Source: an optimization exercise on an open RTL-to-GDS flow (aim: small area and a short achievable clock period). Production flows keep margins and buffers that such runs may drop. In this exercise RTL edits were held to simulation tests only and were not proved equivalent to the original. No activity file was given, so power comes from the tool's default toggle rates.

==> design.v <==
module adder16_7 (
    input [5:0] alufn,
    input [15:0] a,
    input [15:0] b,
    output reg [15:0] out,
    output reg z,
    output reg n,
    output reg v
  );
  reg [15:0] sum;
  reg [15:0] xb;
  always @* begin
    xb = b ^ {5'h10{alufn[0+0-:1]}};
    case (alufn[0+1-:2])
      2'h0: begin
        sum = a + b;
      end
      2'h1: begin
        sum = a - b;
      end
      2'h2: begin
        sum = a * b;
      end
      2'h3: begin
        sum = xb + 1'h1;
      end
      default: begin
        sum = a - b;
      end
    endcase
    v = (a[15+0-:1] & xb[15+0-:1] & ~sum[15+0-:1]) | (~a[15+0-:1] & ~xb[15+0-:1] & sum[15+0-:1]);
    n = sum[15+0-:1];
    z = (~|sum);
    out = sum;
  end
endmodule
module boolean16_9 (
    input [5:0] alufn,
    input [15:0] a,
    input [15:0] b,
    output reg [15:0] out
  );
  always @* begin
    case (alufn[0+3-:4])
      4'h8: begin
        out = a & b;
      end
      4'he: begin
        out = a | b;
      end
      4'h6: begin
        out = a ^ b;
      end
      4'ha: begin
        out = a;
      end
      default: begin
        out = 16'h0000;
      end
    endcase
  end
endmodule
module compare16_10 (
    input [5:0] alufn,
    input z,
    input v,
    input n,
    output reg [15:0] out
  );
  always @* begin
    case (alufn[1+1-:2])
      2'h1: begin
        out = z;
      end
      2'h2: begin
        out = n ^ v;
      end
      2'h3: begin
        out = z | (n ^ v);
      end
      default: begin
        out = 1'h0;
      end
    endcase
  end
endmodule
module shifter16_8 (
    input [15:0] a,
    input [15:0] b,
    input [5:0] alufn,
    output reg [15:0] out
  );
  always @* begin
    case (alufn[0+1-:2])
      2'h0: begin
        out = a <<< b[0+4-:5];
      end
      2'h1: begin
        out = a >>> b[0+4-:5];
      end
      2'h3: begin
        out = $signed(a) >>> b[0+4-:5];
      end
      default: begin
        out = 1'h0;
      end
    endcase
  end
endmodule
module alu_3 (
    input [5:0] alufn,
    input [15:0] a,
    input [15:0] b,
    output reg [15:0] alu_output
  );
  wire [16-1:0] M_add_out;
  wire [1-1:0] M_add_z;
  wire [1-1:0] M_add_n;
  wire [1-1:0] M_add_v;
  reg [6-1:0] M_add_alufn;
  reg [16-1:0] M_add_a;
  reg [16-1:0] M_add_b;
  adder16_7 add (
    .alufn(M_add_alufn),
    .a(M_add_a),
    .b(M_add_b),
    .out(M_add_out),
    .z(M_add_z),
    .n(M_add_n),
    .v(M_add_v)
  );
  wire [16-1:0] M_shift_out;
  reg [16-1:0] M_shift_a;
  reg [16-1:0] M_shift_b;
  reg [6-1:0] M_shift_alufn;
  shifter16_8 shift (
    .a(M_shift_a),
    .b(M_shift_b),
    .alufn(M_shift_alufn),
    .out(M_shift_out)
  );
  wire [16-1:0] M_bool_out;
  reg [6-1:0] M_bool_alufn;
  reg [16-1:0] M_bool_a;
  reg [16-1:0] M_bool_b;
  boolean16_9 bool (
    .alufn(M_bool_alufn),
    .a(M_bool_a),
    .b(M_bool_b),
    .out(M_bool_out)
  );
  wire [16-1:0] M_comp_out;
  reg [6-1:0] M_comp_alufn;
  reg [1-1:0] M_comp_z;
  reg [1-1:0] M_comp_v;
  reg [1-1:0] M_comp_n;
  compare16_10 comp (
    .alufn(M_comp_alufn),
    .z(M_comp_z),
    .v(M_comp_v),
    .n(M_comp_n),
    .out(M_comp_out)
  );
  always @* begin
    M_add_a = a;
    M_add_b = b;
    M_add_alufn = alufn;
    if (alufn[5:4] == 2'h3) begin
      M_add_alufn[1:0] = 2'h1;
    end
    M_comp_v = M_add_v;
    M_comp_n = M_add_n;
    M_comp_z = M_add_z;
    M_comp_alufn = alufn;
    M_bool_a = a;
    M_bool_b = b;
    M_bool_alufn = alufn;
    M_shift_a = a;
    M_shift_b = b;
    M_shift_alufn = alufn;
    case (alufn[4+1-:2])
      2'h0: begin
        alu_output = M_add_out;
      end
      2'h1: begin
        alu_output = M_bool_out;
      end
      2'h2: begin
        alu_output = M_shift_out;
      end
      2'h3: begin
        alu_output = M_comp_out;
      end
      default: begin
        alu_output = 16'h0000;
      end
    endcase
  end
endmodule
module alu16_top (
    input clk,
    input [5:0] alufn,
    input [15:0] a,
    input [15:0] b,
    output reg [15:0] y
  );
  reg [5:0] alufn_q;
  reg [15:0] a_q;
  reg [15:0] b_q;
  wire [15:0] alu_out;
  alu_3 alu (
    .alufn(alufn_q),
    .a(a_q),
    .b(b_q),
    .alu_output(alu_out)
  );
  always @(posedge clk) begin
    alufn_q <= alufn;
    a_q <= a;
    b_q <= b;
    y <= alu_out;
  end
endmodule
==> run.sh <==
#!/bin/bash
# synth_recipe.tcl (not shown) runs the flow's synth.tcl, then flattens the netlist and writes it again
# the make line also repeats each setting of config.mk as NAME=value (left out here)
make -C /OpenROAD-flow-scripts/flow DESIGN_CONFIG=/design/flow/config.mk WORK_HOME=/design/flow/orfs CLKGATE_MAP_FILE= SYNTH_SCRIPT=/design/flow/synth_recipe.tcl finish
==> config.mk <==
export PLATFORM = sky130hd
export DESIGN_NAME = alu16_top
export DESIGN_NICKNAME = alu16_top
export VERILOG_FILES = /design/flow/design.v
export SDC_FILE = /design/flow/constraint.sdc
export NUM_CORES = 4
export LEC_CHECK = 0
export CAP_MARGIN = 20
export CORE_MARGIN = 2
export CORE_UTILIZATION = 40
export SLEW_MARGIN = 20
==> constraint.sdc <==
create_clock -name core_clock -period 6.5 [get_ports {clk}]
set_input_delay 1.3000 -clock core_clock [delete_from_list [all_inputs] [get_ports {clk}]]
set_output_delay 1.3000 -clock core_clock [all_outputs]
set_load 0.01 [all_outputs]
==> impl_results.html <==
<table>
<tr><th>Metric</th><th>Value</th></tr>
<tr><th colspan="2">Run status</th></tr>
<tr><td>Status</td><td>no timing/DRC/antenna violations</td></tr>
<tr><th colspan="2">Synthesis</th></tr>
<tr><td>Number of warnings printed during yosys synthesis</td><td>6</td></tr>
<tr><td>Cell area after synthesis</td><td>9085 µm²</td></tr>
<tr><td>Post-synthesis register bit count</td><td>54</td></tr>
<tr><td>Number of enable-type register cells in the synthesized netlist</td><td>0</td></tr>
<tr><td>Synth Net Count</td><td>1367</td></tr>
<tr><td>Area leader, netlist</td><td>fa_1</td></tr>
<tr><td>Post-synthesis area per instance</td><td>7.907 µm²</td></tr>
<tr><td>Top cell type's share of synthesized area</td><td>0.1785</td></tr>
<tr><td>Sequential-to-total area share from yosys stat</td><td>0.1190</td></tr>
<tr><td>Cell types occupying the most area after synthesis</td><td>fa_1, ha_1, dfxtp_1</td></tr>
<tr><td>Synth async-reset ratio</td><td>0</td></tr>
<tr><td>Ys flop type</td><td>dfxtp_1</td></tr>
<tr><td>Count of different cell masters after synthesis</td><td>75</td></tr>
<tr><td>Post-synthesis cell count</td><td>1149</td></tr>
<tr><th colspan="2">Global routing</th></tr>
<tr><td>Vias in the first global route</td><td>8741</td></tr>
<tr><td>GR Layer Usage met3</td><td>0.05968</td></tr>
<tr><td>Global-route track usage on met1</td><td>0.4090</td></tr>
<tr><td>Total overflow reported by the global router</td><td>0</td></tr>
<tr><td>Initial antenna violation count</td><td>0</td></tr>
<tr><td>Grt peak-use layer</td><td>met2</td></tr>
<tr><td>Global-route usage over all layers</td><td>0.2969</td></tr>
<tr><td>Global-route wire length before repair</td><td>53.31 mm</td></tr>
<tr><td>Global routing usage on met2</td><td>0.4445</td></tr>
<tr><td>Largest net degree at the start of global routing</td><td>44</td></tr>
<tr><th colspan="2">Floorplan</th></tr>
<tr><td>Die width</td><td>154.7 µm</td></tr>
<tr><td>Area of the die</td><td>23930 µm²</td></tr>
<tr><td>Core Rows</td><td>55</td></tr>
<tr><td>Effective utilization at floorplan</td><td>0.4050</td></tr>
<tr><td>Die height</td><td>154.7 µm</td></tr>
<tr><td>Core area</td><td>22430 µm²</td></tr>
<tr><td>Number of placed I/O pins</td><td>55</td></tr>
<tr><th colspan="2">Worst hold path</th></tr>
<tr><td>Startpoint of the worst hold path</td><td>alufn_q[2]</td></tr>
<tr><td>Sink of the worst hold path</td><td>y[0]</td></tr>
<tr><td>Worst hold path depth</td><td>3</td></tr>
<tr><td>Min-Delay Path Class</td><td>reg2reg</td></tr>
<tr><th colspan="2">Run</th></tr>
<tr><td>Count of max-cap constraint violations</td><td>0</td></tr>
<tr><th colspan="2">Setup path</th></tr>
<tr><td>Crit path top cell by count</td><td>fa_1</td></tr>
<tr><td>End of the worst register-to-register path</td><td>y[0]</td></tr>
<tr><td>Worst Reg2Reg Path Length in Cells</td><td>20</td></tr>
<tr><td>Crit. End Element</td><td>flop</td></tr>
<tr><td>Cell class contributing the biggest share of worst-path delay</td><td>adder cells</td></tr>
<tr><td>Worst path arrival time</td><td>6.49 ns</td></tr>
<tr><td>Worst-path cell with the longest stage delay</td><td>dfxtp_1</td></tr>
<tr><td>Critical path startpoint category</td><td>flop</td></tr>
<tr><td>R2r setup slk</td><td>0.22 ns</td></tr>
<tr><td>Worst path buffer plus inverter count</td><td>4</td></tr>
<tr><td>CP Data Required Time</td><td>6.71 ns</td></tr>
<tr><td>Maximum fanout along the worst path</td><td>9</td></tr>
<tr><td>Reg-to-reg critical path startpoint</td><td>a_q[4]</td></tr>
<tr><td>Worst Setup Path Type</td><td>reg2reg</td></tr>
<tr><td>Slowest cell delay on critical path</td><td>0.58 ns</td></tr>
<tr><td>Worst path cell trace</td><td>inv_1 -&gt; nor2_1 -&gt; fa_1 -&gt; fa_1 -&gt; ha_1 -&gt; fa_1 -&gt; inv_1 -&gt; fa_1 -&gt; fa_1 -&gt; inv_1 -&gt; ha_1 -&gt; or3_1 -&gt; o21ai_0 -&gt; o21ai_0 -&gt; a31oi_1 -&gt; xnor2_1 -&gt; a222oi_1 -&gt; buf_4 -&gt; o22ai_1 -&gt; a41o_1</td></tr>
<tr><th colspan="2">CTS</th></tr>
<tr><td>Clock transition time at the flip-flop clock pins of the worst setup and hold paths</td><td>0.08 ns</td></tr>
<tr><td>Clk Tree Root Cell</td><td>clkbuf_16</td></tr>
<tr><td>Clk sinks</td><td>54</td></tr>
<tr><td>Clock latency reported for the late side of the worst-skew pair</td><td>0.31 ns</td></tr>
<tr><td>Post-CTS Hold Fix Bufs</td><td>0</td></tr>
<tr><td>Buffer count from post-CTS setup fixing</td><td>0</td></tr>
<tr><td>Level count of the clock H-tree</td><td>2</td></tr>
<tr><td>Number of buffers between clock root and the deepest sink</td><td>2</td></tr>
<tr><td>Clock tree from TritonCTS</td><td>done</td></tr>
<tr><td>Number of resized instances in the post-cts repair step</td><td>0</td></tr>
<tr><td>Clock buffer count from CTS</td><td>5</td></tr>
<tr><th colspan="2">Cells and area</th></tr>
<tr><td>Post-layout instance area</td><td>10290 µm²</td></tr>
<tr><td>Area Overhead vs Synth</td><td>13.28%</td></tr>
<tr><td>Register cell area after layout</td><td>1084 µm²</td></tr>
<tr><td>Non-filler cells in the finished layout</td><td>1487</td></tr>
<tr><td>Fill cell instance count of the final layout</td><td>2308</td></tr>
<tr><td>Fraction of final layout cells with drive strength greater than 1</td><td>0.08236</td></tr>
<tr><td>Footprint of the multi-input gates</td><td>7118 µm²</td></tr>
<tr><td>Number of diodes</td><td>0</td></tr>
<tr><td>Fin nets</td><td>1419</td></tr>
<tr><td>Final core occ</td><td>0.4587</td></tr>
<tr><th colspan="2">Routing</th></tr>
<tr><td>Final antenna-violating net count</td><td>0</td></tr>
<tr><td>Count of vias placed by the detailed router</td><td>8817</td></tr>
<tr><td>DR pass1 iterations</td><td>6</td></tr>
<tr><td>Drc violations</td><td>0</td></tr>
<tr><td>Routed wirelength normalized by instance count</td><td>23.64 µm</td></tr>
<tr><td>Via density</td><td>5.929</td></tr>
<tr><td>Total wirelength of the detailed-routed design</td><td>35.15 mm</td></tr>
<tr><td>Detailed Route Iter0 Violations</td><td>810</td></tr>
<tr><th colspan="2">STA</th></tr>
<tr><td>Setup repair after global routing missed its margin</td><td>false</td></tr>
<tr><td>Period minus WS final</td><td>6.281 ns</td></tr>
<tr><td>Post-layout worst setup margin</td><td>0.2189 ns</td></tr>
<tr><td>Smallest hold slack</td><td>0.7963 ns</td></tr>
<tr><td>Final setup viols</td><td>0</td></tr>
<tr><td>Transition time at the pin with the least slew margin</td><td>0.9769 ns</td></tr>
<tr><td>Setup clock skew after layout</td><td>0.008071 ns</td></tr>
<tr><td>Setup TNS after final layout</td><td>0 ns</td></tr>
<tr><td>Max-slew headroom</td><td>0.3481</td></tr>
<tr><td>F_max</td><td>159.2 MHz</td></tr>
<tr><td>Hold violation count in the final report</td><td>0</td></tr>
<tr><td>Number of max-slew violations in the final report</td><td>0</td></tr>
<tr><td>Share of the clock period used by the worst path after layout</td><td>0.9663</td></tr>
<tr><th colspan="2">Power and ir drop</th></tr>
<tr><td>Leak</td><td>4.620 nW</td></tr>
<tr><td>Part of the total power dissipated in sequential elements</td><td>0.119</td></tr>
<tr><td>Sum of internal, switching and leakage power</td><td>3.311 mW</td></tr>
<tr><td>Sw Pwr</td><td>1.687 mW</td></tr>
<tr><td>VDD IR max</td><td>0.2243 mV</td></tr>
<tr><td>Proportion of total power due to net switching</td><td>0.5096</td></tr>
<tr><td>Combinational group share of total power</td><td>0.796</td></tr>
<tr><td>Cell Pwr Density</td><td>321.8 nW/µm²</td></tr>
<tr><td>Clk network pwr share</td><td>0.085</td></tr>
<tr><td>Cell internal pwr</td><td>1.624 mW</td></tr>
<tr><th colspan="2">Placed design</th></tr>
<tr><td>Cells after DPL</td><td>1479</td></tr>
<tr><td>Half-perimeter wire length after detailed placement</td><td>27.58 mm</td></tr>
<tr><td>Global placement routability congestion</td><td>0.9783</td></tr>
<tr><td>Port-buffer cells</td><td>54</td></tr>
<tr><td>Post-place instance area</td><td>10140 µm²</td></tr>
<tr><td>Worst setup slack before clock tree synthesis</td><td>0.3479 ns</td></tr>
</table>
==> sequential cells by signal, summed over array words and instances, names as in the netlist <==
register	flops
alufn_q	6
y	16
b_q	16
a_q	16
==> logic make-up (layout without fill, tap and decap cells) <==
| group | after synthesis | in the layout | share of synthesized area |
|---|---|---|---|
| adders and majority gates | 179 | 179 | 0.3135 |
| AOI/OAI and AO/OA | 261 | 261 | 0.1896 |
| and+or+nand+nor | 326 | 326 | 0.1576 |
| DFF | 54 | 54 | 0.1190 |
| muxes | 29 | 29 | 0.04779 |
| buffers and inverters | 224 | 277 | 0.09778 |
| xor gates and xnor gates | 76 | 76 | 0.07478 |
==> layout by cell type, fill, tap and decap left out, types with 6 or more instances in the layout <==
master and instances:
inv_1 148, nand2_1 126, nor2_1 119, ha_1 98
fa_1 81, o21ai_0 67, xnor2_1 59, a21oi_1 56
buf_4 55, clkdlybuf4s50_1 54, dfxtp_1 52, nor3_1 18
nand3_1 16, xor2_1 16, mux2i_1 13, a211oi_1 12
a22oi_1 12, nand2b_1 11, o22ai_1 11, mux4_2 11
o221ai_1 10, clkinv_1 9, o211ai_1 9, and3_1 8
a222oi_1 8, a31oi_1 7, a21o_1 7, o21a_1 6
a221oi_1 6
==> power groups by stage <==
stage / clock network [mW] / registers, mW / logic (mW)
floorplan: 0 / 0.396 / 1.68
global placement: 0 / 0.400 / 2.61
detailed placement: 0 / 0.400 / 2.63
CTS: 0.286 / 0.393 / 2.64
global route: 0.300 / 0.396 / 2.91
finish: 0.282 / 0.393 / 2.64
==> metal layers <==
| layer | up-vias | routed length (µm) |
|---|---|---|
| li1 | 3972 | - |
| met1 | 4209 | 14660 |
| met2 | 534 | 14860 |
| met3 | 102 | 3651 |
| met4 | 0 | 1982 |
| met5 | - | 0 |
==> worst max-delay path by stage <==
stage | startpoint | to | cells after the start
floorplan | b_q[2] | y[0] | 23
global placement | a_q[4] | y[0] | 22
detailed placement | b_q[5] | y[0] | 22
CTS | b_q[5] | y[0] | 22
global route | b_q[5] | y[0] | 22
finish | a_q[4] | y[0] | 20
==> worst register-to-register path: cells and delay by family, from the launching register on <==
kind / cells / cell delay (ns)
fa+ha+maj: 7 / 2.80
compound gates: 6 / 1.53
simple gates: 2 / 0.53
flops: 1 / 0.58
buf+inv: 4 / 0.55
xor+xnor: 1 / 0.17
==> cells in the mapped netlist (4+ instances only) <==
cell type / count
dfxtp_1: 54
nand3_1: 16
o31ai_1: 4
nor3_1: 18
o22ai_1: 11
mux2_2: 5
o21ai_0: 67
inv_1: 148
o211ai_1: 9
a221oi_1: 6
mux4_2: 11
xor2_1: 16
and3_1: 8
mux2i_1: 13
a21o_1: 7
xnor2_1: 59
ha_1: 98
a21boi_0: 4
nand2_1: 126
nand2b_1: 11
a31oi_1: 7
o221ai_1: 10
clkinv_1: 9
clkbuf_1: 34
nor2_1: 120
a21oi_1: 56
fa_1: 81
o31a_1: 5
a32oi_1: 5
o21a_1: 6
a222oi_1: 8
buf_2: 15
buf_1: 11
a22oi_1: 12
a211oi_1: 12
==> final cells by class <==
type,instances,share of cell area
clock buffer,5,0.01216
clock inverter,3,0.002067
inverter,158,0.05763
multi-input combinational,871,0.6917
sequential,54,0.1053
tap,285,0.03465
timing repair buffer,111,0.09654

==> afterwards: timing with drivers on the ports <==
The results above use ideal ports. As a check the final layout listed here was re-extracted and re-timed, cells and wires unchanged.
Step 1, drivers: a clkbuf_16 drives clk and a buf_2 each remaining input, both assumed.
Step 2 moves the port delays by t, midway between the first and last clock arrival at a register: inputs arrive t later, outputs are due t later. That takes back most of the time a late clock gives input paths.
Slacks: ideal ports / drivers / drivers and shift; pairs: ideal ports / drivers.
t (ns): 0.353
setup slack, ns: 0.219 / 0.219 / 0.219
worst setup path after step 2: register to register
slew at the worst register clock pin (ns): 0.08 / 0.08
After both steps this run still meets setup and hold. The setup slack of this run moves by 0.000 ns with the drivers and by 0.000 ns with both steps.
